From an optimization exercise on the open Yosys and OpenROAD flow, aimed at small area; shortcuts taken in it are not production practice. Function was checked by simulation only, so behaviour that the tests miss may differ from the original. No run shown here takes its clock network from TritonCTS; it comes from the design's own scripts or RTL. The flow treats the clock pin as an ideal source. Dropping or thinning the clock tree relies on that and would not hold on a real chip. No activity file was given, so power comes from the tool's default toggle rates.

--- flow/config.mk ---
export PLATFORM = sky130hd
export DESIGN_NAME = TopLevelModule
export DESIGN_NICKNAME = TopLevelModule
export VERILOG_FILES = /design/flow/design.v
export SDC_FILE = /design/flow/constraint.sdc
export NUM_CORES = 4
export LEC_CHECK = 0
export CAP_MARGIN = 20
export CORE_MARGIN = 2
export CORE_UTILIZATION = 40
export PLACE_DENSITY = 0.6
export SLEW_MARGIN = 20
--- flow/constraint.sdc ---
create_clock -name core_clock -period 10.0 [get_ports {clk}]
set_input_delay 2.0000 -clock core_clock [delete_from_list [all_inputs] [get_ports {clk}]]
set_output_delay 2.0000 -clock core_clock [all_outputs]
set_load 0.01 [all_outputs]
--- flow/design.v ---
`timescale 1ns / 1ps
module sevensegdecoder(Seg,HexVal);
	output 	[0:6] Seg;
	input 	[3:0] HexVal;
	wire h3 = HexVal[3], h2 = HexVal[2], h1 = HexVal[1], h0 = HexVal[0];
	wire one  = ~h3 & ~h2 & ~h1 & h0;
	wire four = h2 & ~h1 & ~h0;
	wire svn  = h2 & h1 & h0;
	assign Seg[0] = one | four;                     
	assign Seg[1] = h2 & (h1 ^ h0);                 
	assign Seg[2] = ~h2 & h1 & ~h0;                 
	assign Seg[3] = one | four | svn;               
	assign Seg[4] = h0 | (h2 & ~h1);                
	assign Seg[5] = (~h2 & h1) | (h1 & h0) | (~h3 & ~h2 & h0);  
	assign Seg[6] = (~h3 & ~h2 & ~h1) | svn;        
endmodule
`timescale 1ns / 1ps
module TopLevelModule(seg, an, clk, rst, dp, start, stop, dswitch, reset, lap, TimeSet);
    output [0:6] seg;
    output [3:0] an;
    output [0:0] dp;
    input clk, rst, start, stop, dswitch, reset, lap, TimeSet;
    localparam integer TICK_LIMIT = 500;
    reg       tick, running, flashing, started, countDirection, resetState, lapState, setState;
    reg [8:0] count;           
    reg [3:0] A, C, D;
    reg [2:0] B;
    reg [3:0] lapA, lapC, lapD;
    reg [2:0] lapB;
    reg [5:0] lo;
    reg [1:0] slot;
    reg [4:0] fl;
    reg       blank;           
    reg [3:0] Hex;             
    wire zA = ~|A, zB = ~|B, zC = ~|C, zD = ~|D;
    wire zero = zA & zB & zC & zD;
    wire r1   = ~stop & (start | running);            
    wire n_countDirection = r1 ? countDirection : dswitch;
    wire n_resetState     = r1 ? resetState : reset;
    wire st1  = ~reset & started;
    wire zstop = zero & st1 & ~setState;               
    wire n_running  = r1 & ~zstop;
    wire n_flashing = zero & (zstop | (~start & ~stop & flashing));
    wire n_started  = ~zero | (st1 & setState);
    wire n_lapState = (lap & n_countDirection) | (~n_resetState & ~start & lapState);
    wire n_setState = n_running ? setState : TimeSet;
    wire [8:0] sum = count + (n_setState ? 9'd5 : 9'd1);
    wire wrap = (sum >= TICK_LIMIT);
    wire tick_en = wrap & ~tick;                       
    wire up = n_countDirection;
    wire clr = tick_en & n_resetState;
    wire sD = tick_en & n_running;
    wire sC = sD & (up ? (D[3] & D[0]) : zD);
    wire sB = sC & (up ? (C[3] & C[0]) : zC);
    wire sA = sB & (up ? (B[2] & B[0]) : zB);
    function [3:0] tog10;   
        input [3:0] q; input u; input z;
        begin
            tog10[0] = 1'b1;
            tog10[1] = u ? (q[0] & ~q[3]) : (~q[0] & ~z);
            tog10[2] = u ? (q[1] & q[0]) : (~q[0] & ~q[1] & (q[2] | q[3]));
            tog10[3] = u ? ((q[2] & q[1] & q[0]) | (q[3] & q[0])) : (~q[0] & ~q[1] & ~q[2]);
        end
    endfunction
    function [2:0] tog6;    
        input [2:0] q; input u; input z;
        begin
            tog6[0] = 1'b1;
            tog6[1] = u ? (q[0] & ~q[2]) : (~q[0] & ~z);
            tog6[2] = u ? ((q[1] & q[0]) | (q[2] & q[0])) : (~q[0] & ~q[1]);
        end
    endfunction
    wire z5 = ~|lo[4:0];
    wire load = z5 & ~lo[5];                           
    wire last = z5 & lo[5];                            
    wire fb = lo[5] ^ lo[4] ^ z5;
    wire [1:0] slot_n = slot + {1'b0, load};
    wire [4:0] fl_n = fl + {4'd0, last & slot[1] & slot[0]};
    reg [3:0] digit;
    always @* begin
        case (slot_n)
            2'd0: digit = lapA;
            2'd1: digit = {1'b0, lapB};
            2'd2: digit = lapC;
            default: digit = lapD;
        endcase
    end
    wire flash_off = flashing & fl_n[4];
    always @(posedge clk) begin
        if (rst) begin
            tick <= 1'b0;
            running <= 1'b0;
            flashing <= 1'b0;
            started <= 1'b0;
            countDirection <= 1'b1;
            resetState <= 1'b0;
            lapState <= 1'b0;
            setState <= 1'b0;
            count <= 9'd0;
            A <= 0; B <= 0; C <= 0; D <= 0;
            lapA <= 0; lapB <= 0; lapC <= 0; lapD <= 0;
            lo <= 6'd0;
            slot <= 2'd3;
            fl <= 5'd0;
            blank <= 1'b1;
            Hex <= 4'd0;
        end else begin
            running <= n_running;
            flashing <= n_flashing;
            started <= n_started;
            countDirection <= n_countDirection;
            resetState <= n_resetState;
            lapState <= n_lapState;
            setState <= n_setState;
            if (wrap) begin
                count <= 9'd0;
                tick <= ~tick;
            end else
                count <= sum;
            if (clr) begin
                A <= 0; B <= 0; C <= 0; D <= 0;
            end else begin
                A <= A ^ ({4{sA}} & tog10(A, up, zA));
                B <= B ^ ({3{sB}} & tog6(B, up, zB));
                C <= C ^ ({4{sC}} & tog10(C, up, zC));
                D <= D ^ ({4{sD}} & tog10(D, up, zD));
            end
            if (~n_lapState) begin
                lapA <= A; lapB <= B; lapC <= C; lapD <= D;
            end
            lo <= {lo[4:0], fb};
            slot <= slot_n;
            fl <= fl_n;
            if (load) Hex <= digit;
            blank <= flash_off | (blank & ~load);
        end
    end
    sevensegdecoder u1(.Seg(seg), .HexVal(Hex));
    assign an = blank ? 4'b1111 : ~(4'b1000 >> slot);
    assign dp = slot[0];
endmodule
--- flow/flow/run.sh ---
#!/bin/bash
# Own layout flow: the standard ORFS flow (same make targets, config and SDC), except:
#  - synthesis maps the logic with an area-oriented ABC script (flow/area.abc: a timed
#    &deepsyn AIG search, then area mapping); every step
#    before ABC is the standard synthesis unchanged, so register names and types are the same;
#  - port buffers are the smallest buffer (buf_1);
#  - the clock tree is one level of clock buffers, one per cluster of flip-flops
#    (flow/clock_buffer.tcl), instead of TritonCTS's
#    H-tree; the rest of the CTS step (placement legalisation, timing repair) is unchanged.
# ORFS's scripts are copied to ./scripts and patched only at those two places.
# Each tool's output goes to a log file in this folder (and ORFS's own logs under orfs/logs).
set -euo pipefail
W=$(pwd)
S=$W/scripts
rm -rf "$S"
cp -r "$FLOW_HOME/scripts" "$S"

# synthesis: ORFS's synth.tcl with our ABC script
sed -i "s#log_cmd abc {\*}\$abc_args#log_cmd abc -script $W/flow/area.abc {*}[lrange \$abc_args 2 end]#" "$S/synth.tcl"
grep -q "abc -script $W/flow/area.abc" "$S/synth.tcl"
# CTS: one clock buffer instead of clock_tree_synthesis
sed -i "s#log_cmd clock_tree_synthesis {\*}\$cts_args#source $W/flow/clock_buffer.tcl#" "$S/cts.tcl"
grep -q "source $W/flow/clock_buffer.tcl" "$S/cts.tcl"

export OWN_CLOCK_BUFFER=${OWN_CLOCK_BUFFER:-sky130_fd_sc_hd__clkbuf_8}
export OWN_CLOCK_CLUSTERS=${OWN_CLOCK_CLUSTERS:-4}
RESULTS=$W/orfs/results/$FLOW_PLATFORM/TopLevelModule/base
make -C "$FLOW_HOME" DESIGN_CONFIG="$W/config.mk" WORK_HOME="$W/orfs" CLKGATE_MAP_FILE= \
  SCRIPTS_DIR="$S" SYNTH_SCRIPT="$W/synth_recipe.tcl" \
  BUFFER_PORTS_ARGS="-buffer_cell sky130_fd_sc_hd__buf_1" \
  finish > "$W/make_finish.log" 2>&1

: # left out here: write the final layout as DEF
--- flow/flow/area.abc ---
strash
&get -n
&deepsyn -T 60
&put
dch -f
amap
topo
--- flow/flow/clock_buffer.tcl ---
# Replaces TritonCTS's H-tree for this small design: the clock sinks are split into a few
# clusters by location (k-means), and one clock buffer, placed at each cluster's centre, drives
# that cluster. The clock port drives only those buffers.
set block [ord::get_db_block]
set clk_net [$block findNet clk]
set k $::env(OWN_CLOCK_CLUSTERS)
set pins {}
foreach iterm [$clk_net getITerms] {
  set bbox [[$iterm getInst] getBBox]
  lappend pins [list $iterm [expr {([$bbox xMin] + [$bbox xMax]) / 2.0}] \
                            [expr {([$bbox yMin] + [$bbox yMax]) / 2.0}]]
}
set n [llength $pins]
# initial centres: sinks sorted by x+y, spread evenly
set sorted [lsort -real -index 1 $pins]
set centres {}
for {set c 0} {$c < $k} {incr c} {
  set p [lindex $sorted [expr {int(($c + 0.5) * $n / $k)}]]
  lappend centres [list [lindex $p 1] [lindex $p 2]]
}
for {set it 0} {$it < 50} {incr it} {
  set sums {}
  for {set c 0} {$c < $k} {incr c} { lappend sums [list 0.0 0.0 0] }
  set assign {}
  foreach p $pins {
    set best -1; set bd 1e30
    for {set c 0} {$c < $k} {incr c} {
      lassign [lindex $centres $c] cx cy
      set d [expr {abs([lindex $p 1] - $cx) + abs([lindex $p 2] - $cy)}]
      if {$d < $bd} { set bd $d; set best $c }
    }
    lappend assign $best
    lassign [lindex $sums $best] sx sy sn
    lset sums $best [list [expr {$sx + [lindex $p 1]}] [expr {$sy + [lindex $p 2]}] [expr {$sn + 1}]]
  }
  for {set c 0} {$c < $k} {incr c} {
    lassign [lindex $sums $c] sx sy sn
    if {$sn > 0} { lset centres $c [list [expr {$sx / $sn}] [expr {$sy / $sn}]] }
  }
}
for {set c 0} {$c < $k} {incr c} {
  set loads {}
  foreach p $pins a $assign {
    if {$a == $c} {
      set it [lindex $p 0]
      lappend loads [get_pins [[$it getInst] getName]/[[$it getMTerm] getName]]
    }
  }
  if {[llength $loads] == 0} { continue }
  lassign [lindex $centres $c] cx cy
  set cx [ord::dbu_to_microns [expr {int($cx)}]]
  set cy [ord::dbu_to_microns [expr {int($cy)}]]
  set buf [insert_buffer -buffer_cell $::env(OWN_CLOCK_BUFFER) -net clk -load_pins $loads \
    -location [list $cx $cy] -buffer_name clkbuf_leaf_$c -net_name clk_leaf_$c]
  set dbuf [$block findInst [get_full_name $buf]]
  foreach iterm [$dbuf getITerms] {
    if {[$iterm isOutputSignal]} { [$iterm getNet] setSigType CLOCK }
  }
  puts "clock cluster $c: [llength $loads] sinks, buffer [get_full_name $buf] at $cx $cy"
}
--- flow/standard.sh ---
#!/bin/bash
# synth_recipe.tcl (not shown) runs the flow's synth.tcl, then flattens the netlist and writes it again
# the make line also repeats each setting of config.mk as NAME=value (left out here)
make -C /OpenROAD-flow-scripts/flow DESIGN_CONFIG=/design/flow/config.mk WORK_HOME=/design/flow/orfs CLKGATE_MAP_FILE= SYNTH_SCRIPT=/design/flow/synth_recipe.tcl "${@:-finish}"
==> summary.txt, run 1 <==
First-pass DRT Iterations 4; number of antenna violations at the first check in global routing 0; maximum clock skew at final layout 0.0300 ns; GRT Total Usage 14.5%; hold path start lo[0]$_SDFF_PP0_; sum of negative setup slack 0 ns; I/O pin cnt 20; count of standard-cell rows 30; Synth Instances 348; area enclosed by the die boundary 7470 sq um; per-cell via count in the routed design 5.06; data arrival time of the worst path 5.96 ns; total core area 6680 sq um; number of cells traversed by the worst hold path 2; fin. max-slew vios 0; number of failing hold endpoints at the final stage 0; element type at the critical path start input pin; cell type with the largest total area after synthesis dfxtp_1; RSZ-0062 raised after global routing no; netlist area before placement 2720 sq um; crit end category register; top area cells in the synthesized netlist dfxtp_1 (48%), nor2_1 (7.7%), clkinv_1 (6.9%); final cycle utilization of the critical path 59.3%; HPWL after detailed placement 4020 microns; total number of yosys warnings 1; final hold slack 0.431 ns; area growth from synthesis to final layout 8.61%; layout cells sized above 1 1.34%; clock transition time at the flip-flop clock pins of the worst setup and hold paths 0.10 ns; register-to-register setup slack 5.11 ns; top cell type's share of synthesized area 47.9%; post-cts gate resize count 0; total power density per cell area 162 nW/um^2; outcome finished clean; Reg-to-Reg End A[3]$_SDFF_PP0_; count of buffers added by post-CTS timing repair for setup 0; max capacitance violation total 0; most frequent cell after synthesis dfxtp_1; synthesized flop and latch total 65; total inserted antenna cells 0; post-route total power 0.000476 W; count of antenna-violating nets left after detailed routing 0; DRC violation count after routing 0; DRT iter0 DRCs 83; path class of the lowest-slack min-delay path register to register; width of the die 86.4 microns; leakage power 1.02 nW; final estimated routing congestion in global placement 0.803; post-layout net count 389; post-synthesis cell type count 26; maximum resistive drop on vdd 113 uV; count of flip-flops with a built-in enable after synthesis 0; flip-flop cell with the highest count after synthesis dfxtp_1; Post-Synthesis Mean Instance Area 7.81 sq um; residual overflow from global routing 0; later-pin clock latency in the skew report 0.17 ns; nets in the synthesized netlist 363; source of the worst register-to-register timing path C[3]$_SDFF_PP0_; worst-path fanout max 5; Worst Hold Path EP lo[1]$_SDFF_PP0_; routed length per instance 11.4 microns; global-route wire length before repair 9340 microns; R2R cell count 29; pin count of the biggest net entering global routing 22; headroom to the max-slew limit 37.7%; via count of the first global-routing pass 2,146; starting utilization of the core area 40.7%; Post-synth top cells dfxtp_1 (65), nor2_1 (56), clkinv_1 (50); total vias in the final route 2,286; Least-Margin Pin Slew 0.925 ns; highest clock frequency the design can meet 169 MHz; fraction of synthesis flops using an asynchronous set or reset pin 0%; die height 86.4 microns; final critical path time including I/O delays and setup 5.93 ns; count of port buffers added during placement 19; endpoints failing setup 0; total length of routed wires 5170 microns; share of the yosys chip area belonging to registers 47.9%; required time of the critical path 10.04 ns; Setup CP Type input pin to register; Post-CTS Hold Buffers 0
==> layout by cell type, fill, tap and decap left out, types with 4 or more instances in the layout <==
cell type / n
a211oi_1: 9
a21oi_1: 5
a221oi_1: 4
a31oi_1: 4
buf_1: 19
clkbuf_8: 4
clkinv_1: 50
dfxtp_1: 65
ha_1: 7
nand2_1: 43
nand3_1: 15
nor2_1: 56
nor2b_1: 14
nor3_1: 12
o21ai_0: 31
o22ai_1: 9
o32ai_1: 6
==> state kept, by name (all words and copies together), names as in the netlist, 3 cells and up <==
signal / flops
count: 9
lo: 6
fl: 5
A: 4
C: 4
D: 4
Hex: 4
lapA: 4
lapC: 4
lapD: 4
B: 3
lapB: 3
==> kinds of logic after synthesis <==
family | share of synthesized area, %
buffers and inverters | 6.91
AO/OA/AOI/OAI | 18.0
adder cells (fa/ha/maj) | 3.22
flip-flops | 47.9
AND/OR/NAND/NOR | 24.0
==> critical path: stages <==
cell       delay (ns)
buf_1            0.08
o21ai_0          0.30
clkinv_1         0.23
a22oi_1          0.25
clkinv_1         0.10
ha_1             0.30
clkinv_1         0.06
nor2_1           0.04
o21ai_0          0.21
nor2_1           0.08
a21oi_1          0.17
o2111ai_1        0.15
nor2_1           0.18
nand4_1          0.16
or3_1            0.41
nor3_1           0.19
nand2_1          0.11
clkinv_1         0.11
nand2_1          0.09
nor2_1           0.13
nand2_1          0.10
nor2_1           0.14
nor2_1           0.05
a221oi_1         0.25
nor2_1           0.06
==> stage by stage <==
stage	setup slack, ns	util, %	instances	cell area (sq um)
2_1_floorplan	4.45	-	348	2720
3_3_place_gp	4.08	43.3	448	2900
5_1_grt	3.47	44.2	452	2950
6_report	4.07	44.2	452	2950
3_5_place_dp	3.91	43.3	448	2900
4_1_cts	3.89	44.2	452	2950
==> routing by layer <==
layer,share of wire (%),up-vias,track usage [%],wire length (microns)
met1,51,1014,19.8,2610
met3,2.8,5,1.24,147
li1,-,1238,-,-
met4,1.3,0,1.56,66
met5,0,-,0,0
met2,45,29,25.8,2350
==> where the power goes <==
part           leakage [nW]  internal (W)  switching (W)
Clock                0.0288     0.0000370      0.0000618
Sequential            0.528      0.000270     0.00000909
Combinational         0.468     0.0000346      0.0000641
Total                  1.02      0.000342       0.000135
==> worst max-delay path by stage <==
stage	slack, ns	cells after the start	from	endpoint
6_report	4.07	25	start	A[3]$_SDFF_PP0_
5_1_grt	3.47	25	start	A[3]$_SDFF_PP0_
4_1_cts	3.89	25	start	A[3]$_SDFF_PP0_
3_5_place_dp	3.91	25	start	A[3]$_SDFF_PP0_
3_3_place_gp	4.08	25	start	A[3]$_SDFF_PP0_
2_1_floorplan	4.45	24	start	A[3]$_SDFF_PP0_
==> area by class of cell, clock buffers not listed <==
cell class / instances / area (sq um)
Fill cell: 701 / 3730
Inverter: 50 / 188
Multi-Input combinational cell: 233 / 1230
Sequential cell: 65 / 1300
Tap cell: 80 / 100
Timing Repair Buffer: 20 / 78.8
==> run 2: changes to the inputs <==
--- a/flow/flow/run.sh
+++ b/flow/flow/run.sh
@@ -3,6 +3,7 @@
 #  - synthesis maps the logic with an area-oriented ABC script (flow/area.abc: a timed
 #    &deepsyn AIG search, then area mapping); every step
 #    before ABC is the standard synthesis unchanged, so register names and types are the same;
+#    Adders are left to ABC too (ADDER_MAP_FILE empty: no half/full-adder cells mapped first);
 #  - port buffers are the smallest buffer (buf_1);
 #  - the clock tree is one level of clock buffers, one per cluster of flip-flops
 #    (flow/clock_buffer.tcl), instead of TritonCTS's
@@ -26,7 +27,7 @@
 export OWN_CLOCK_CLUSTERS=${OWN_CLOCK_CLUSTERS:-4}
 RESULTS=$W/orfs/results/$FLOW_PLATFORM/TopLevelModule/base
 make -C "$FLOW_HOME" DESIGN_CONFIG="$W/config.mk" WORK_HOME="$W/orfs" CLKGATE_MAP_FILE= \
-  SCRIPTS_DIR="$S" SYNTH_SCRIPT="$W/synth_recipe.tcl" \
+  SCRIPTS_DIR="$S" SYNTH_SCRIPT="$W/synth_recipe.tcl" ADDER_MAP_FILE= \
   BUFFER_PORTS_ARGS="-buffer_cell sky130_fd_sc_hd__buf_1" \
   finish > "$W/make_finish.log" 2>&1
 
==> summary.txt, run 2 <==
R2R cell count 26 (was 29); total instance count after detailed placement 438 (was 448); HPWL after detailed placement 4080 microns (was 4020 microns); number of antenna violations at the first check in global routing 0 (unchanged); element type at the critical path start input pin (unchanged); I/O pin cnt 20 (unchanged); total number of yosys warnings 1 (unchanged); Worst Hold Path EP lo[1]$_SDFF_PP0_ (unchanged); leakage power 0.951 nW (was 1.02 nW); via count of the first global-routing pass 2,137 (was 2,146); global-route wire length before repair 9480 microns (was 9340 microns); final critical path time including I/O delays and setup 6.42 ns (was 5.93 ns); top cell type's share of synthesized area 49.1% (was 47.9%); total vias in the final route 2,295 (was 2,286); First-pass DRT Iterations 4 (unchanged); met1 wire length 2660 microns (was 2610 microns); RSZ-0062 raised after global routing no (unchanged); residual overflow from global routing 0 (unchanged); fin. max-slew vios 0 (unchanged); FF+latch area 1300 sq um (unchanged); count of antenna-violating nets left after detailed routing 0 (unchanged); width of the die 85.4 microns (was 86.4 microns); Post-synth top cells dfxtp_1 (65), clkinv_1 (57), nor2_1 (53) (was dfxtp_1 (65), nor2_1 (56), clkinv_1 (50)); post-cts gate resize count 0 (unchanged); area enclosed by the die boundary 7300 sq um (was 7470 sq um); most common library cell in the layout ignoring fill and taps dfxtp_1 (unchanged); area growth from synthesis to final layout 8.97% (was 8.61%); total power density per cell area 143 nW/um^2 (was 162 nW/um^2); DRT iter0 DRCs 118 (was 83); maximum clock skew at final layout 0.0365 ns (was 0.0300 ns); top library cells by usage in the layout, fill and taps aside dfxtp_1 (65), clkinv_1 (57), nor2_1 (53) (was dfxtp_1 (65), nor2_1 (56), clkinv_1 (50)); sum of met2 wire segment lengths after detailed routing 2460 microns (was 2350 microns); final estimated routing congestion in global placement 0.811 (was 0.803); series of cell instances along the critical path buf_1 > o21ai_0 > clkinv_1 > a22oi_1 > clkinv_1 > nand2_1 > o21ai_0 > nand2_1 > clkinv_1 > nand2_1 > o21ai_0 > a2111oi_0 > nand4_1 > nor2_1 > nand2_1 > o21ai_0 > nand3_1 > o22ai_1 > clkinv_1 > o21ai_0 > nor2_1 > a22oi_1 > nor2_1 > a211oi_1; register-to-register setup slack 4.88 ns (was 5.11 ns); maximum resistive drop on vdd 118 uV (was 113 uV); crit-path most repeated cell o21ai_0 (was nor2_1); later-pin clock latency in the skew report 0.17 ns (about the same); Setup CP Type input pin to register (unchanged); number of failing hold endpoints at the final stage 0 (unchanged); die height 85.4 microns (was 86.4 microns); post-route non-filler standard cell count 442 (was 452); cell with the biggest individual delay on the critical path a2111oi_0 (was or3_1); number of cells traversed by the worst hold path 2 (unchanged); pin count of the biggest net entering global routing 21 (was 22); final instance area 2890 sq um (was 2950 sq um); delay of the slowest cell on the worst path 0.65 ns (was 0.41 ns); count of standard-cell rows 29 (was 30); headroom to the max-slew limit 43.9% (was 37.7%); data arrival time of the worst path 6.48 ns (was 5.96 ns); total length of routed wires 5330 microns (was 5170 microns); path class of the lowest-slack min-delay path register to register (unchanged); crit end category register (unchanged); fill cell count 659 (was 701); post-synthesis cell type count 31 (was 26); layout cells sized above 1 1.64% (was 1.34%); synthesized flop and latch total 65 (unchanged); most frequent cell after synthesis dfxtp_1 (unchanged); required time of the critical path 10.06 ns (was 10.04 ns); flip-flop cell with the highest count after synthesis dfxtp_1 (unchanged); Synth Instances 340 (was 348); worst-path fanout max 5 (unchanged); post-layout net count 375 (was 389); fraction of synthesis flops using an asynchronous set or reset pin 0% (unchanged); final hold slack 0.435 ns (was 0.431 ns); placed cell areas 2830 sq um (was 2900 sq um); GRT Total Usage 15.0% (was 14.5%); Post-CTS Hold Buffers 0 (unchanged); combined area of the multi-input logic cells 1140 sq um (was 1230 sq um); clock transition time at the flip-flop clock pins of the worst setup and hold paths 0.12 ns (was 0.10 ns); amount of wire on met3 after detailed routing 157 microns (was 147 microns); share of the yosys chip area belonging to registers 49.1% (was 47.9%); hold path start lo[0]$_SDFF_PP0_ (unchanged); top area cells in the synthesized netlist dfxtp_1 (49%), clkinv_1 (8.1%), nor2_1 (7.5%) (was dfxtp_1 (48%), nor2_1 (7.7%), clkinv_1 (6.9%)); outcome finished clean (unchanged); routed length per instance 12.0 microns (was 11.4 microns); Post-Synthesis Mean Instance Area 7.80 sq um (was 7.81 sq um); count of port buffers added during placement 19 (unchanged); nets in the synthesized netlist 348 (was 363); count of flip-flops with a built-in enable after synthesis 0 (unchanged); cell type with the largest total area after synthesis dfxtp_1 (unchanged); highest clock frequency the design can meet 156 MHz (was 169 MHz); count of buffers added by post-CTS timing repair for setup 0 (unchanged); netlist area before placement 2650 sq um (was 2720 sq um); launching instance or port of the critical path start (unchanged); per-cell via count in the routed design 5.19 (was 5.06); max capacitance violation total 0 (unchanged); source of the worst register-to-register timing path C[3]$_SDFF_PP0_ (unchanged); Least-Margin Pin Slew 0.821 ns (was 0.925 ns); starting utilization of the core area 41.5% (was 40.7%); endpoints failing setup 0 (unchanged); number of flip-flops in the largest register 9 (unchanged); Final Worst Setup Slack 3.58 ns (was 4.07 ns); highest signal layer in the routed design met4 (unchanged); Worst Setup Slack post-DPL 3.42 ns (was 3.91 ns); total core area 6390 sq um (was 6680 sq um); final cycle utilization of the critical path 64.2% (was 59.3%); sum of negative setup slack 0 ns (unchanged); largest register by flop count count (unchanged); total inserted antenna cells 0 (unchanged); registers with the highest flip-flop counts count: 9 flops, lo: 6 flops, fl: 5 flops (unchanged); DRC violation count after routing 0 (unchanged); Reg-to-Reg End C[2]$_SDFF_PP0_ (was A[3]$_SDFF_PP0_)
## run 2: worst max-delay path, delay by kind of cell
family | cells | cell delay, ns
compound gates | 10 | 2.63
simple gates | 9 | 1.26
buf+inv | 5 | 0.60
## run 2: cell families (layout without fill, tap and decap cells)
| kind of cell | Yosys count | count (layout) | share of synthesized area [%] |
|---|---|---|---|
| xor+xnor | 1 | 1 | 0.330 |
| flops | 65 | 65 | 49.1 |
| simple gates | 129 | 129 | 21.3 |
| buf+inv | 57 | 82 | 8.07 |
| compound gates | 88 | 88 | 21.2 |
## run 2: layout make-up, clock buffers not listed
| cell class | instances | share of cell area, % |
|---|---|---|
| Inverter | 57 | 7.41 |
| Sequential cell | 65 | 45.0 |
| Tap cell | 77 | 3.33 |
| Multi-Input combinational cell | 218 | 39.3 |
| Timing Repair Buffer | 21 | 2.99 |
## run 2: where the power goes
group,switching [W],internal [W]
clock,0.0000638,0.0000371
combinational,0.0000268,0.0000111
sequential,0.00000798,0.000266
## run 2: worst max path at each step
stage	cells past startpoint	slack, ns	endpoint
5_1_grt	24	2.71	C[2]$_SDFF_PP0_
2_1_floorplan	22	4.17	A[1]$_SDFF_PP0_
6_report	24	3.58	C[2]$_SDFF_PP0_
3_5_place_dp	22	3.42	A[3]$_SDFF_PP0_
4_1_cts	22	3.40	A[3]$_SDFF_PP0_
3_3_place_gp	24	3.66	C[2]$_SDFF_PP0_
## run 2: metrics by stage
| step | util, % | total power, W |
|---|---|---|
| floorplan | - | 0.000304 |
| global placement | 44.4 | 0.000317 |
| detailed placement | 44.4 | 0.000318 |
| CTS | 45.2 | 0.000394 |
| global route | 45.2 | 0.000435 |
| finish | 45.2 | 0.000412 |
## run 2: metal layers
layer / GRT usage (%) / vias to the layer above
li1: - / 1237
met1: 21.1 / 1032
met2: 25.9 / 22
met3: 1.46 / 4
met4: 1.30 / 0
met5: 0 / -
==> run 3: changes to the inputs <==
--- a/flow/flow/run.sh
+++ b/flow/flow/run.sh
@@ -1,7 +1,7 @@
 #!/bin/bash
 # Own layout flow: the standard ORFS flow (same make targets, config and SDC), except:
-#  - synthesis maps the logic with an area-oriented ABC script (flow/area.abc: a timed
-#    &deepsyn AIG search, then area mapping); every step
+#  - synthesis maps the logic with an area-oriented ABC script (flow/area.abc: three timed
+#    &deepsyn AIG searches in a row, then area mapping); every step
 #    before ABC is the standard synthesis unchanged, so register names and types are the same;
 #    Adders are left to ABC too (ADDER_MAP_FILE empty: no half/full-adder cells mapped first);
 #  - port buffers are the smallest buffer (buf_1);
==> flow/flow/area.abc (replaced) <==
strash
&get -n
&deepsyn -T 20 -S 1
&deepsyn -T 20 -S 2
&deepsyn -T 20 -S 3
&put
dch -f
amap
topo
==> summary.txt, run 3 <==
total core area 6310 sq um (was 6390 sq um); outcome finished clean (unchanged); Worst Hold Path EP lo[1]$_SDFF_PP0_ (unchanged); final estimated routing congestion in global placement 0.761 (was 0.811); Least-Margin Pin Slew 0.961 ns (was 0.821 ns); GRT Total Usage 14.0% (was 15.0%); per-cell via count in the routed design 5.32 (was 5.19); registers with the highest flip-flop counts count: 9 flops, lo: 6 flops, fl: 5 flops (unchanged); clock transition time at the flip-flop clock pins of the worst setup and hold paths 0.10 ns (was 0.12 ns); placed cell areas 2790 sq um (was 2830 sq um); max capacitance violation total 0 (unchanged); crit end category register (unchanged); buffer and inverter count on the worst path 3 (was 5); post-cts gate resize count 0 (unchanged); register-to-register setup slack 4.21 ns (was 4.88 ns); most common library cell in the layout ignoring fill and taps dfxtp_1 (unchanged); final critical path time including I/O delays and setup 6.68 ns (was 6.42 ns); total vias in the final route 2,223 (was 2,295); top cell type's share of synthesized area 50.0% (was 49.1%); final cycle utilization of the critical path 66.8% (was 64.2%); cell type with the largest total area after synthesis dfxtp_1 (unchanged); Setup CP Type input pin to register (unchanged); maximum clock skew at final layout 0.0302 ns (was 0.0365 ns); DRT iter0 DRCs 94 (was 118); total inserted antenna cells 0 (unchanged); nets in the synthesized netlist 323 (was 348); cell with the biggest individual delay on the critical path a2111oi_0 (unchanged); number of antenna violations at the first check in global routing 0 (unchanged); sum of negative setup slack 0 ns (unchanged); fraction of synthesis flops using an asynchronous set or reset pin 0% (unchanged); layout cells sized above 1 2.05% (was 1.64%); fin. max-slew vios 0 (unchanged); crit-path most repeated cell nor2_1 (was o21ai_0); R2R cell count 33 (was 26); post-layout net count 351 (was 375); starting utilization of the core area 41.2% (was 41.5%); total power density per cell area 155 nW/um^2 (was 143 nW/um^2); delay of the slowest cell on the worst path 0.51 ns (was 0.65 ns); path class of the lowest-slack min-delay path register to register (unchanged); total length of routed wires 4990 microns (was 5330 microns); area enclosed by the die boundary 7170 sq um (was 7300 sq um); top library cells by usage in the layout, fill and taps aside dfxtp_1 (65), nor2_1 (62), clkinv_1 (38) (was dfxtp_1 (65), clkinv_1 (57), nor2_1 (53)); Post-Synthesis Mean Instance Area 8.26 sq um (was 7.80 sq um); total number of yosys warnings 1 (unchanged); routed length per instance 11.9 microns (was 12.0 microns); netlist area before placement 2600 sq um (was 2650 sq um); residual overflow from global routing 0 (unchanged); post-route non-filler standard cell count 418 (was 442); synthesized flop and latch total 65 (unchanged); count of standard-cell rows 29 (unchanged); hold path start lo[0]$_SDFF_PP0_ (unchanged); First-pass DRT Iterations 4 (unchanged); number of cells traversed by the worst hold path 2 (unchanged); source of the worst register-to-register timing path C[2]$_SDFF_PP0_ (was C[3]$_SDFF_PP0_); DRC violation count after routing 0 (unchanged); I/O pin cnt 20 (unchanged); pin count of the biggest net entering global routing 22 (was 21); global-route wire length before repair 8830 microns (was 9480 microns); Synth Instances 315 (was 340); worst-path fanout max 5 (unchanged); HPWL after detailed placement 3730 microns (was 4080 microns); RSZ-0062 raised after global routing no (unchanged); count of port buffers added during placement 19 (unchanged); via count of the first global-routing pass 1,996 (was 2,137); required time of the critical path 10.04 ns (was 10.06 ns); most frequent cell after synthesis dfxtp_1 (unchanged); Post-CTS Hold Buffers 0 (unchanged); number of failing hold endpoints at the final stage 0 (unchanged); count of buffers added by post-CTS timing repair for setup 0 (unchanged); share of the yosys chip area belonging to registers 50.0% (was 49.1%); Post-synth top cells dfxtp_1 (65), nor2_1 (62), clkinv_1 (38) (was dfxtp_1 (65), clkinv_1 (57), nor2_1 (53)); endpoints failing setup 0 (unchanged); headroom to the max-slew limit 35.7% (was 43.9%); area growth from synthesis to final layout 9.42% (was 8.97%); die height 84.7 microns (was 85.4 microns); total instance count after detailed placement 414 (was 438); element type at the critical path start input pin (unchanged); count of antenna-violating nets left after detailed routing 0 (unchanged); highest clock frequency the design can meet 150 MHz (was 156 MHz); count of flip-flops with a built-in enable after synthesis 0 (unchanged); final instance area 2850 sq um (was 2890 sq um); post-synthesis cell type count 31 (unchanged); data arrival time of the worst path 6.73 ns (was 6.48 ns); largest register by flop count count (unchanged); Reg-to-Reg End A[2]$_SDFF_PP0_ (was C[2]$_SDFF_PP0_); top area cells in the synthesized netlist dfxtp_1 (50%), nor2_1 (8.9%), a32o_1 (5.8%) (was dfxtp_1 (49%), clkinv_1 (8.1%), nor2_1 (7.5%)); maximum resistive drop on vdd 99.4 uV (was 118 uV); flip-flop cell with the highest count after synthesis dfxtp_1 (unchanged); Worst path top cell family by delay simple AND/OR/NAND/NOR gates (was compound AO/OA/AOI/OAI gates); number of flip-flops in the largest register 9 (unchanged); width of the die 84.7 microns (was 85.4 microns); later-pin clock latency in the skew report 0.16 ns (was 0.17 ns); leakage power 0.944 nW (was 0.951 nW)
[run 3: changes by cell type after synthesis, moves of 7 or more]
| cell | previous run | this run |
|---|---|---|
| o21ai_0 | 27 | 20 |
| nor2_1 | 53 | 62 |
| clkinv_1 | 57 | 38 |
| o22ai_1 | 15 | 8 |
| nand3_1 | 15 | 7 |
| a32o_1 | 0 | 15 |
[run 3: cells by family (layout without fill, tap and decap cells)]
family | count (synthesis) | after routing | share of synthesized area (%)
AND/OR/NAND/NOR | 127 | 127 | 21.2
AO/OA/AOI/OAI | 84 | 84 | 23.0
flip-flops | 65 | 65 | 50.0
buffers and inverters | 38 | 64 | 5.48
XOR/XNOR | 1 | 1 | 0.337
[run 3: how the worst max path moves through the flow]
stage / depth (start not counted) / startpoint / end / slack [ns]
finish: 29 / start / A[2]$_SDFF_PP0_ / 3.32
global route: 29 / start / A[2]$_SDFF_PP0_ / 2.35
CTS: 29 / start / A[2]$_SDFF_PP0_ / 3.11
detailed placement: 29 / start / A[2]$_SDFF_PP0_ / 3.11
global placement: 29 / start / A[1]$_SDFF_PP0_ / 3.37
floorplan: 28 / start / A[1]$_SDFF_PP0_ / 3.92
[run 3: power breakdown]
group          total (W)  leakage [nW]  internal [W]  switching (W)
sequential      0.000278         0.527      0.000268     0.00000916
clock          0.0000999        0.0288     0.0000371      0.0000628
combinational  0.0000642         0.388     0.0000222      0.0000420
total           0.000442         0.944      0.000328       0.000114
[run 3: metal layers]
metal | part of all wire, % | vias up | routed length, microns | global-route usage [%]
met1 | 51 | 1012 | 2540 | 20.3
met4 | 0.88 | 0 | 44 | 1.01
li1 | - | 1176 | - | -
met5 | 0 | - | 0 | 0
met3 | 3.5 | 4 | 176 | 1.28
met2 | 45 | 31 | 2220 | 24.0
[run 3: area by class of cell, clock buffers not listed]
type                       instances  area, sq um
fill                             634         3470
sequential                        65         1300
multi-input combinational        212         1160
inverter                          38          143
tap                               77         96.3
timing repair buffer              22         93.8
[run 3: through the flow]
step	utilization [%]	worst slack [ns]	total power (W)	hold slack, ns
finish	45.1	3.32	0.000442	0.428
global route	45.1	2.35	0.000466	0.461
CTS	45.1	3.11	0.000424	0.418
detailed placement	44.2	3.11	0.000348	0.418
global placement	44.2	3.37	0.000347	0.408
floorplan	-	3.92	0.000326	0.400
[run 3: worst register-to-register path: cells and delay by family, from the launching register on]
kind | cells | cell delay (ns)
AOI/OAI and AO/OA | 9 | 2.01
and+or+nand+nor | 20 | 2.87
DFF | 1 | 0.34
buffers and inverters | 4 | 0.47
==> run 4: changes to the inputs <==
--- a/flow/config.mk
+++ b/flow/config.mk
@@ -5,8 +5,9 @@
 export SDC_FILE = /design/flow/constraint.sdc
 export NUM_CORES = 4
 export LEC_CHECK = 0
-export CAP_MARGIN = 20
+export CAP_MARGIN = 0
 export CORE_MARGIN = 2
 export CORE_UTILIZATION = 40
+export GPL_TIMING_DRIVEN = 0
 export PLACE_DENSITY = 0.6
-export SLEW_MARGIN = 20
+export SLEW_MARGIN = 0
==> summary.txt, run 4 <==
per-cell via count in the routed design 5.10 (was 5.32); total core area 6310 sq um (unchanged); layout cells sized above 1 1.40% (was 2.05%); count of port buffers added during placement 19 (unchanged); largest register by flop count count (unchanged); share of the yosys chip area belonging to registers 50.1% (was 50.0%); total number of yosys warnings 1 (unchanged); via count of the first global-routing pass 2,036 (was 1,996); post-synthesis cell type count 30 (was 31); maximum resistive drop on vdd 103 uV (was 99.4 uV); element type at the critical path start input pin (unchanged); crit end category register (unchanged); Setup CP Type input pin to register (unchanged); area enclosed by the die boundary 7160 sq um (was 7170 sq um); top area cells in the synthesized netlist dfxtp_1 (50%), nor2_1 (8.1%), clkinv_1 (6.5%) (was dfxtp_1 (50%), nor2_1 (8.9%), a32o_1 (5.8%)); crit-path most repeated cell nand2_1 (was nor2_1); later-pin clock latency in the skew report 0.17 ns (was 0.16 ns); outcome finished clean (unchanged); nets in the synthesized netlist 342 (was 323); I/O pin cnt 20 (unchanged); top cell type's share of synthesized area 50.1% (was 50.0%); Post-synth top cells dfxtp_1 (65), nor2_1 (56), clkinv_1 (45) (was dfxtp_1 (65), nor2_1 (62), clkinv_1 (38)); width of the die 84.6 microns (was 84.7 microns); required time of the critical path 10.07 ns (was 10.04 ns); synthesized flop and latch total 65 (unchanged); global-route wire length before repair 8700 microns (was 8830 microns); count of antenna-violating nets left after detailed routing 0 (unchanged); sum of negative setup slack 0 ns (unchanged); maximum clock skew at final layout 0.0347 ns (was 0.0302 ns); post-route total power 0.000446 W (was 0.000442 W); number of flip-flops in the largest register 9 (unchanged); Post-CTS Hold Buffers 0 (unchanged); total power density per cell area 158 nW/um^2 (was 155 nW/um^2); path class of the lowest-slack min-delay path register to register (unchanged); routed length per instance 11.4 microns (was 11.9 microns); cell type with the largest total area after synthesis dfxtp_1 (unchanged); post-cts gate resize count 0 (unchanged); First-pass DRT Iterations 4 (unchanged); count of flip-flops with a built-in enable after synthesis 0 (unchanged); netlist area before placement 2600 sq um (about the same); leakage power 0.951 nW (was 0.944 nW); most frequent cell after synthesis dfxtp_1 (unchanged); die height 84.6 microns (was 84.7 microns); post-layout net count 368 (was 351); final core utilization 44.8% (was 45.1%); total length of routed wires 4980 microns (was 4990 microns); highest clock frequency the design can meet 154 MHz (was 150 MHz); starting utilization of the core area 41.2% (about the same); total vias in the final route 2,218 (was 2,223); data arrival time of the worst path 6.58 ns (was 6.73 ns); final critical path time including I/O delays and setup 6.51 ns (was 6.68 ns); most common library cell in the layout ignoring fill and taps dfxtp_1 (unchanged); Least-Margin Pin Slew 0.922 ns (was 0.961 ns); Post-Synthesis Mean Instance Area 7.78 sq um (was 8.26 sq um); GRT Total Usage 13.9% (was 14.0%); DRC violation count after routing 0 (unchanged); total instance count after detailed placement 431 (was 414); HPWL after detailed placement 3820 microns (was 3730 microns); cell with the biggest individual delay on the critical path a2111oi_0 (unchanged); Synth Instances 334 (was 315); max capacitance violation total 0 (unchanged); area growth from synthesis to final layout 8.86% (was 9.42%); count of standard-cell rows 29 (unchanged); register-to-register setup slack 4.41 ns (was 4.21 ns); fraction of synthesis flops using an asynchronous set or reset pin 0% (unchanged); total inserted antenna cells 0 (unchanged); RSZ-0062 raised after global routing no (unchanged); delay of the slowest cell on the worst path 0.61 ns (was 0.51 ns); headroom to the max-slew limit 38.3% (was 35.7%); fin. max-slew vios 0 (unchanged); pin count of the biggest net entering global routing 23 (was 22); final cycle utilization of the critical path 65.1% (was 66.8%); number of failing hold endpoints at the final stage 0 (unchanged); DRT iter0 DRCs 82 (was 94); post-route non-filler standard cell count 435 (was 418); residual overflow from global routing 0 (unchanged); count of buffers added by post-CTS timing repair for setup 0 (unchanged); endpoints failing setup 0 (unchanged); flip-flop cell with the highest count after synthesis dfxtp_1 (unchanged); final estimated routing congestion in global placement 0.807 (was 0.761); placed cell areas 2770 sq um (was 2790 sq um); final instance area 2830 sq um (was 2850 sq um); worst-path fanout max 4 (was 5); clock transition time at the flip-flop clock pins of the worst setup and hold paths 0.12 ns (was 0.10 ns); top library cells by usage in the layout, fill and taps aside dfxtp_1 (65), nor2_1 (56), clkinv_1 (45) (was dfxtp_1 (65), nor2_1 (62), clkinv_1 (38)); number of antenna violations at the first check in global routing 0 (unchanged); registers with the highest flip-flop counts count: 9 flops, lo: 6 flops, fl: 5 flops (unchanged)
run 4: cell types whose count changed after synthesis, sizes merged, moves of 2 or more:
cell	before	now
nand4	1	3
nand2	23	39
a2111oi	4	2
a31oi	2	5
clkinv	38	45
nor4	2	0
or2	2	4
nor2	62	56
nor3	17	21
a32o	15	1
o21a	6	2
o21ai	20	31
nand2b	2	0
run 4: through the flow:
step                      hold slack, ns  worst slack (ns)
after floorplan                    0.400              4.14
after global placement             0.408              3.34
after detailed placement           0.411              3.35
after CTS                          0.411              3.34
after global routing               0.446              2.65
final                              0.425              3.49
run 4: critical path: cells and delay by family:
kind | cells | cell delay [ns]
simple gates | 14 | 2.35
compound gates | 8 | 1.77
buf+inv | 4 | 0.50
run 4: layout make-up, clock buffers not listed:
cell class                 count  area, sq um
fill                         699         3480
timing repair buffer          20         78.8
tap                           77         96.3
inverter                      45          169
sequential                    65         1300
multi-input combinational    224         1130
run 4: kinds of logic (layout without fill, tap and decap cells):
family	Yosys count	after routing	synth area share [%]
AND/OR/NAND/NOR	144	144	24.2
AO/OA/AOI/OAI	79	79	18.9
XOR/XNOR	1	1	0.337
buffers and inverters	45	69	6.50
flip-flops	65	65	50.1
run 4: final timing paths:
kind | start | to | cells after the start
max | start | A[3]$_SDFF_PP0_ | 26
min | lo[1]$_SDFF_PP0_ | lo[2]$_SDFF_PP0_ | 2
max reg2reg | C[0]$_SDFF_PP0_ | A[3]$_SDFF_PP0_ | 26
min reg2reg | lo[1]$_SDFF_PP0_ | lo[2]$_SDFF_PP0_ | 2
run 4: report_power, final:
group	switching, W	internal [W]	total (W)
registers	0.00000952	0.000270	0.000279
clock network	0.0000608	0.0000370	0.0000979
logic	0.0000456	0.0000237	0.0000693
run 4: metal layers:
| metal | vias up | GRT usage [%] | share of wire [%] |
|---|---|---|---|
| li1 | 1191 | - | - |
| met3 | 5 | 0.787 | 3.1 |
| met4 | 0 | 2.16 | 1.1 |
| met5 | - | 0 | 0 |
| met2 | 26 | 24.6 | 46 |
| met1 | 996 | 19.1 | 50 |
==> run 5: changes to the inputs <==
--- a/flow/flow/clock_buffer.tcl
+++ b/flow/flow/clock_buffer.tcl
@@ -1,5 +1,5 @@
 # Replaces TritonCTS's H-tree for this small design: the clock sinks are split into a few
-# clusters by location (k-means), and one clock buffer, placed at each cluster's centre, drives
+# clusters by location (k-means with a cap on the cluster size), and one clock buffer, placed at each cluster's centre, drives
 # that cluster. The clock port drives only those buffers.
 set block [ord::get_db_block]
 set clk_net [$block findNet clk]
@@ -18,20 +18,31 @@
   set p [lindex $sorted [expr {int(($c + 0.5) * $n / $k)}]]
   lappend centres [list [lindex $p 1] [lindex $p 2]]
 }
-for {set it 0} {$it < 50} {incr it} {
+# balanced k-means: each cluster takes at most cap sinks, nearest pairs first
+set cap [expr {($n + $k - 1) / $k + 1}]
+for {set it 0} {$it < 30} {incr it} {
+  set pairs {}
+  set i 0
+  foreach p $pins {
+    for {set c 0} {$c < $k} {incr c} {
+      lassign [lindex $centres $c] cx cy
+      lappend pairs [list [expr {abs([lindex $p 1] - $cx) + abs([lindex $p 2] - $cy)}] $i $c]
+    }
+    incr i
+  }
+  set assign [lrepeat $n -1]
+  set count [lrepeat $k 0]
+  foreach pr [lsort -real -index 0 $pairs] {
+    lassign $pr d i c
+    if {[lindex $assign $i] >= 0 || [lindex $count $c] >= $cap} { continue }
+    lset assign $i $c
+    lset count $c [expr {[lindex $count $c] + 1}]
+  }
   set sums {}
   for {set c 0} {$c < $k} {incr c} { lappend sums [list 0.0 0.0 0] }
-  set assign {}
-  foreach p $pins {
-    set best -1; set bd 1e30
-    for {set c 0} {$c < $k} {incr c} {
-      lassign [lindex $centres $c] cx cy
-      set d [expr {abs([lindex $p 1] - $cx) + abs([lindex $p 2] - $cy)}]
-      if {$d < $bd} { set bd $d; set best $c }
-    }
-    lappend assign $best
-    lassign [lindex $sums $best] sx sy sn
-    lset sums $best [list [expr {$sx + [lindex $p 1]}] [expr {$sy + [lindex $p 2]}] [expr {$sn + 1}]]
+  foreach p $pins a $assign {
+    lassign [lindex $sums $a] sx sy sn
+    lset sums $a [list [expr {$sx + [lindex $p 1]}] [expr {$sy + [lindex $p 2]}] [expr {$sn + 1}]]
   }
   for {set c 0} {$c < $k} {incr c} {
     lassign [lindex $sums $c] sx sy sn
==> summary.txt, run 5 <==
count of port buffers added during placement 19 (unchanged); GRT Total Usage 14.0% (was 13.9%); final estimated routing congestion in global placement 0.807 (unchanged); hold path start lo[1]$_SDFF_PP0_ (unchanged); total length of routed wires 5000 microns (was 4980 microns); Clock Power Share 22.2% (was 21.9%); worst-path fanout max 4 (unchanged); clock transition time at the flip-flop clock pins of the worst setup and hold paths 0.10 ns (was 0.12 ns); total vias in the final route 2,221 (was 2,218); Worst path top cell family by delay simple AND/OR/NAND/NOR gates (unchanged); fraction of power spent switching nets 26.3% (was 26.0%); netlist area before placement 2600 sq um (unchanged); later-pin clock latency in the skew report 0.16 ns (was 0.17 ns); synthesized flop and latch total 65 (unchanged); cell with the biggest individual delay on the critical path a2111oi_0 (unchanged); global-route wire length before repair 8760 microns (was 8700 microns); sum of negative setup slack 0 ns (unchanged); area enclosed by the die boundary 7160 sq um (unchanged); Worst Setup Slack post-DPL 3.35 ns (unchanged); outcome finished clean (unchanged); post-cts gate resize count 0 (unchanged); largest register by flop count count (unchanged); fraction of synthesis flops using an asynchronous set or reset pin 0% (unchanged); switching component of the power 0.000118 W (was 0.000116 W); final cycle utilization of the critical path 64.5% (was 65.1%); routed length per instance 11.5 microns (was 11.4 microns); max capacitance violation total 0 (unchanged); count of standard-cell rows 29 (unchanged); total inserted antenna cells 0 (unchanged); residual overflow from global routing 0 (unchanged); leakage power 0.951 nW (unchanged); die height 84.6 microns (unchanged); share of the yosys chip area belonging to registers 50.1% (unchanged); total power density per cell area 158 nW/um^2 (about the same); layout cells sized above 1 1.40% (unchanged); final critical path time including I/O delays and setup 6.45 ns (was 6.51 ns); flip-flop cell with the highest count after synthesis dfxtp_1 (unchanged); count of buffers added by post-CTS timing repair for setup 0 (unchanged); width of the die 84.6 microns (unchanged); most common library cell in the layout ignoring fill and taps dfxtp_1 (unchanged); most frequent cell after synthesis dfxtp_1 (unchanged); post-layout net count 368 (unchanged); Post-Synthesis Mean Instance Area 7.78 sq um (unchanged); RSZ-0062 raised after global routing no (unchanged); top library cells by usage in the layout, fill and taps aside dfxtp_1 (65), nor2_1 (56), clkinv_1 (45) (unchanged); crit end category register (unchanged); I/O pin cnt 20 (unchanged); headroom to the max-slew limit 39.2% (was 38.3%); First-pass DRT Iterations 4 (unchanged); number of antenna violations at the first check in global routing 0 (unchanged); endpoints failing setup 0 (unchanged); count of antenna-violating nets left after detailed routing 0 (unchanged); delay of the slowest cell on the worst path 0.58 ns (was 0.61 ns); top cell type's share of synthesized area 50.1% (unchanged); final core utilization 44.8% (unchanged); internal portion of total power 0.000330 W (about the same); path class of the lowest-slack min-delay path register to register (unchanged); data arrival time of the worst path 6.54 ns (was 6.58 ns); number of failing hold endpoints at the final stage 0 (unchanged); post-route total power 0.000448 W (was 0.000446 W); required time of the critical path 10.09 ns (was 10.07 ns); count of flip-flops with a built-in enable after synthesis 0 (unchanged); HPWL after detailed placement 3820 microns (unchanged); Post-CTS Hold Buffers 0 (unchanged); maximum clock skew at final layout 0.0195 ns (was 0.0347 ns); number of flip-flops in the largest register 9 (unchanged); total core area 6310 sq um (unchanged); DRC violation count after routing 0 (unchanged); Post-synth top cells dfxtp_1 (65), nor2_1 (56), clkinv_1 (45) (unchanged); Setup CP Type input pin to register (unchanged); DRT iter0 DRCs 54 (was 82); area growth from synthesis to final layout 8.86% (unchanged); crit-path most repeated cell nand2_1 (unchanged); cell type with the largest total area after synthesis dfxtp_1 (unchanged); buffer and inverter count on the worst path 4 (unchanged); per-cell via count in the routed design 5.11 (was 5.10); source of the worst register-to-register timing path C[0]$_SDFF_PP0_ (unchanged); fill cell count 697 (was 699); part of the power in registers 62.3% (was 62.6%); registers with the highest flip-flop counts count: 9 flops, lo: 6 flops, fl: 5 flops (unchanged); launching instance or port of the critical path start (unchanged); nets in the synthesized netlist 342 (unchanged); Synth Instances 334 (unchanged); via count of the first global-routing pass 2,035 (was 2,036); fin. max-slew vios 0 (unchanged); Least-Margin Pin Slew 0.908 ns (was 0.922 ns); pin count of the biggest net entering global routing 21 (was 23); highest clock frequency the design can meet 155 MHz (was 154 MHz); post-synthesis cell type count 30 (unchanged); top area cells in the synthesized netlist dfxtp_1 (50%), nor2_1 (8.1%), clkinv_1 (6.5%) (unchanged); total number of yosys warnings 1 (unchanged); power share of the combinational group 15.5% (about the same); element type at the critical path start input pin (unchanged); Final Worst Setup Slack 3.55 ns (was 3.49 ns); starting utilization of the core area 41.2% (unchanged); maximum resistive drop on vdd 111 uV (was 103 uV)
-- run 5: layout make-up, clock buffers not listed --
| type | count | area (sq um) | area share (%) |
|---|---|---|---|
| inverters | 45 | 169 | 5.97 |
| multi-input cells | 224 | 1130 | 39.9 |
| flip-flops and latches | 65 | 1300 | 46.0 |
| well taps | 77 | 96.3 | 3.41 |
| repair buffers | 20 | 78.8 | 2.79 |
-- run 5: final timing paths --
kind                                    endpoint  depth (start not counted)  slack, ns
worst max-delay path             A[3]$_SDFF_PP0_                         26       3.55
worst max register to register   A[3]$_SDFF_PP0_                         26       4.46
worst min-delay path            lo[2]$_SDFF_PP0_                          2       0.42
worst min register to register  lo[2]$_SDFF_PP0_                          2       0.42
-- run 5: power by group through the flow --
| stage | combinational, W | sequential [W] | clock (W) |
|---|---|---|---|
| 3_5_place_dp | 0.0000696 | 0.000285 | 0 |
| 2_1_floorplan | 0.0000491 | 0.000283 | 0 |
| 3_3_place_gp | 0.0000679 | 0.000285 | 0 |
| 6_report | 0.0000693 | 0.000279 | 0.0000997 |
| 4_1_cts | 0.0000699 | 0.000285 | 0.0000759 |
| 5_1_grt | 0.0000790 | 0.000282 | 0.000114 |
-- run 5: cell families (layout without fill, tap and decap cells) --
group,Yosys count,after routing,share of synthesized area (%)
xor+xnor,1,1,0.337
compound gates,79,79,18.9
flops,65,65,50.1
buf+inv,45,69,6.50
simple gates,144,144,24.2
-- run 5: stage by stage --
step / std cells / cell area [sq um] / hold WS (ns)
after global routing: 435 / 2830 / 0.444
after CTS: 435 / 2830 / 0.411
final: 435 / 2830 / 0.422
after global placement: 430 / 2770 / 0.408
after detailed placement: 431 / 2770 / 0.411
after floorplan: 334 / 2600 / 0.400
-- run 5: routing by layer --
layer  wire length (microns)  vias to the layer above  GRT usage [%]
met5                       0                        -              0
met3                     173                        5           1.38
met2                    2270                       28           24.7
met4                      65                        0           1.73
li1                        -                     1191              -
met1                    2500                      997           19.3
-- run 5: worst min-delay path, cell delays in order, from the launching register on --
cell and delay (ns):
dfxtp_1 0.31, clkinv_1 0.04, nor2_1 0.03
==> run 6: changes to the inputs <==
--- a/flow/flow/run.sh
+++ b/flow/flow/run.sh
@@ -23,8 +23,8 @@
 sed -i "s#log_cmd clock_tree_synthesis {\*}\$cts_args#source $W/flow/clock_buffer.tcl#" "$S/cts.tcl"
 grep -q "source $W/flow/clock_buffer.tcl" "$S/cts.tcl"
 
-export OWN_CLOCK_BUFFER=${OWN_CLOCK_BUFFER:-sky130_fd_sc_hd__clkbuf_8}
-export OWN_CLOCK_CLUSTERS=${OWN_CLOCK_CLUSTERS:-4}
+export OWN_CLOCK_BUFFER=${OWN_CLOCK_BUFFER:-sky130_fd_sc_hd__clkbuf_16}
+export OWN_CLOCK_CLUSTERS=${OWN_CLOCK_CLUSTERS:-2}
 RESULTS=$W/orfs/results/$FLOW_PLATFORM/TopLevelModule/base
 make -C "$FLOW_HOME" DESIGN_CONFIG="$W/config.mk" WORK_HOME="$W/orfs" CLKGATE_MAP_FILE= \
   SCRIPTS_DIR="$S" SYNTH_SCRIPT="$W/synth_recipe.tcl" ADDER_MAP_FILE= \
==> summary.txt, run 6 <==
share of the yosys chip area belonging to registers 50.1% (unchanged); maximum clock skew at final layout 0.00848 ns (was 0.0195 ns); count of antenna-violating nets left after detailed routing 0 (unchanged); top area cells in the synthesized netlist dfxtp_1 (50%), nor2_1 (8.1%), clkinv_1 (6.5%) (unchanged); residual overflow from global routing 0 (unchanged); global-route wire length before repair 8830 microns (was 8760 microns); HPWL after detailed placement 3820 microns (unchanged); fill cell count 696 (was 697); layout cells sized above 1 0.843% (was 1.40%); per-cell via count in the routed design 5.07 (was 5.11); Final Worst Setup Slack 3.54 ns (was 3.55 ns); GRT Total Usage 14.1% (was 14.0%); number of failing hold endpoints at the final stage 0 (unchanged); required time of the critical path 10.11 ns (was 10.09 ns); highest signal layer in the routed design met4 (unchanged); pin count of the biggest net entering global routing 35 (was 21); fraction of synthesis flops using an asynchronous set or reset pin 0% (unchanged); final critical path time including I/O delays and setup 6.46 ns (was 6.45 ns); cell type with the largest total area after synthesis dfxtp_1 (unchanged); total number of yosys warnings 1 (unchanged); clock transition time at the flip-flop clock pins of the worst setup and hold paths 0.12 ns (was 0.10 ns); most frequent cell after synthesis dfxtp_1 (unchanged); count of flip-flops with a built-in enable after synthesis 0 (unchanged); count of standard-cell rows 29 (unchanged); path class of the lowest-slack min-delay path register to register (unchanged); leakage power 0.946 nW (was 0.951 nW); number of flip-flops in the largest register 9 (unchanged); max capacitance violation total 0 (unchanged); sum of met2 wire segment lengths after detailed routing 2290 microns (was 2270 microns); nets in the synthesized netlist 342 (unchanged); post-synthesis cell type count 30 (unchanged); post-cts gate resize count 0 (unchanged); Setup CP Type input pin to register (unchanged); area growth from synthesis to final layout 8.67% (was 8.86%); I/O pin cnt 20 (unchanged); area enclosed by the die boundary 7160 sq um (unchanged); DRT iter0 DRCs 90 (was 54); worst-path fanout max 4 (unchanged); final cycle utilization of the critical path 64.6% (was 64.5%); element type at the critical path start input pin (unchanged); fin. max-slew vios 0 (unchanged); RSZ-0062 raised after global routing no (unchanged); Least-Margin Pin Slew 0.923 ns (was 0.908 ns); registers with the highest flip-flop counts count: 9 flops, lo: 6 flops, fl: 5 flops (unchanged); sum of negative setup slack 0 ns (unchanged); Post-Synthesis Mean Instance Area 7.78 sq um (unchanged); met1 wire length 2570 microns (was 2500 microns); top cell type's share of synthesized area 50.1% (unchanged); later-pin clock latency in the skew report 0.18 ns (was 0.16 ns); total vias in the final route 2,195 (was 2,221); total length of routed wires 5030 microns (was 5000 microns); First-pass DRT Iterations 4 (unchanged); flip-flop cell with the highest count after synthesis dfxtp_1 (unchanged); via count of the first global-routing pass 2,049 (was 2,035); total power density per cell area 160 nW/um^2 (was 158 nW/um^2); amount of wire on met3 after detailed routing 129 microns (was 173 microns); number of antenna violations at the first check in global routing 0 (unchanged); post-layout net count 366 (was 368); Synth Instances 334 (unchanged); data arrival time of the worst path 6.57 ns (was 6.54 ns); netlist area before placement 2600 sq um (unchanged); Post-CTS Hold Buffers 0 (unchanged); final estimated routing congestion in global placement 0.807 (unchanged); highest clock frequency the design can meet 155 MHz (about the same); count of buffers added by post-CTS timing repair for setup 0 (unchanged); starting utilization of the core area 41.2% (unchanged); outcome finished clean (unchanged); total inserted antenna cells 0 (unchanged); routed length per instance 11.6 microns (was 11.5 microns); headroom to the max-slew limit 38.2% (was 39.2%); DRC violation count after routing 0 (unchanged); endpoints failing setup 0 (unchanged); Post-synth top cells dfxtp_1 (65), nor2_1 (56), clkinv_1 (45) (unchanged); largest register by flop count count (unchanged); top library cells by usage in the layout, fill and taps aside dfxtp_1 (65), nor2_1 (56), clkinv_1 (45) (unchanged); count of port buffers added during placement 19 (unchanged); most common library cell in the layout ignoring fill and taps dfxtp_1 (unchanged); synthesized flop and latch total 65 (unchanged); width of the die 84.6 microns (unchanged); total core area 6310 sq um (unchanged); Worst Setup Slack post-DPL 3.35 ns (unchanged); die height 84.6 microns (unchanged); crit end category register (unchanged); maximum resistive drop on vdd 93.4 uV (was 111 uV)
[run 6: cells by family after synthesis]
| family | share of synthesized area, % |
|---|---|
| xor+xnor | 0.337 |
| buf+inv | 6.50 |
| compound gates | 18.9 |
| simple gates | 24.2 |
| flops | 50.1 |
[run 6: final timing paths]
check / start / endpoint / slack, ns / cells after the start
worst max-delay path: start / A[3]$_SDFF_PP0_ / 3.54 / 26
worst min-delay path: lo[1]$_SDFF_PP0_ / lo[2]$_SDFF_PP0_ / 0.42 / 2
worst max register to register: C[0]$_SDFF_PP0_ / A[3]$_SDFF_PP0_ / 4.44 / 26
worst min register to register: lo[1]$_SDFF_PP0_ / lo[2]$_SDFF_PP0_ / 0.42 / 2
[run 6: power breakdown]
group | internal [W] | total [W] | switching [W]
combinational | 0.0000237 | 0.0000689 | 0.0000452
clock | 0.0000375 | 0.000103 | 0.0000658
sequential | 0.000270 | 0.000279 | 0.00000963
[run 6: layout make-up, clock buffers not listed]
cell class              count  area [sq um]  share of cell area [%]
flip-flops and latches     65          1300                    46.1
inverters                  45           169                    5.98
well taps                  77          96.3                    3.41
multi-input cells         224          1130                    40.0
repair buffers             20          78.8                    2.79
[run 6: critical path, cell delays in order]
cell and delay [ns]:
buf_1 0.09, o21ai_0 0.30, clkinv_1 0.20, nand2_1 0.16
a22oi_1 0.14, nand2_1 0.08, o21ai_0 0.10, nor2_1 0.14
a21oi_1 0.07, nand2_1 0.10, clkinv_1 0.08, nand2_1 0.12
o21ai_0 0.12, a2111oi_0 0.58, nand2_1 0.22, nor3_1 0.27
nand2_1 0.13, nor2_1 0.21, nand2_1 0.13, nor2_1 0.22
nand2_1 0.15, nor3_1 0.33, clkinv_1 0.13, o32a_1 0.32
o21a_1 0.11, nor3_1 0.11
[run 6: layer usage]
metal  vias to the layer above  track usage [%]
met5                         -                0
met4                         0             1.01
met3                         3            0.688
met2                        26             25.5
met1                       978             19.6
li1                       1188                -
[run 6: through the flow]
| stage | power (W) | std cells | hold slack, ns | cell area [sq um] | util [%] |
|---|---|---|---|---|---|
| 2_1_floorplan | 0.000332 | 334 | 0.400 | 2600 | - |
| 3_3_place_gp | 0.000352 | 430 | 0.408 | 2770 | 43.8 |
| 3_5_place_dp | 0.000355 | 431 | 0.411 | 2770 | 43.9 |
| 4_1_cts | 0.000431 | 433 | 0.411 | 2820 | 44.7 |
| 5_1_grt | 0.000478 | 433 | 0.446 | 2820 | 44.7 |
| 6_report | 0.000452 | 433 | 0.425 | 2820 | 44.7 |

==> what the ideal ports hide <==
Ports are ideal in the flow. The routed layouts listed here were re-timed in OpenROAD.
Step 1: set_driving_cell puts a clkbuf_16 on clk and a buf_2 on each other input, an assumption about the parent block.
Step 2, shift: input delay + t, output delay - t, t = (earliest + latest rising clock arrival at the registers) / 2. This alone moves slack from input paths to output paths.
a / b / c = ideal ports / drivers / drivers and shift; a / b = the first two.
run	t, ns	setup WS [ns]	hold WS [ns]	worst register clock-pin slew, ns	worst slew at a driven data input, ns
run 1	0.208	4.072 / 4.104 / 3.896	0.431 / 0.431 / 0.431	0.12 / 0.12	0.03
run 2	0.211	3.578 / 3.615 / 3.405	0.435 / 0.435 / 0.435	0.12 / 0.12	0.03
run 3	0.207	3.315 / 3.350 / 3.143	0.428 / 0.428 / 0.428	0.11 / 0.11	0.03
run 4	0.218	3.494 / 3.538 / 3.319	0.425 / 0.425 / 0.425	0.12 / 0.12	0.03
run 5	0.211	3.555 / 3.597 / 3.386	0.422 / 0.422 / 0.422	0.10 / 0.10	0.03
run 6	0.224	3.541 / 3.571 / 3.348	0.425 / 0.425 / 0.425	0.12 / 0.12	0.03
After both steps every run listed still meets setup and hold. The setup slack of run 6, which loses most, moves by +0.030 ns with the drivers and by -0.193 ns with both steps.
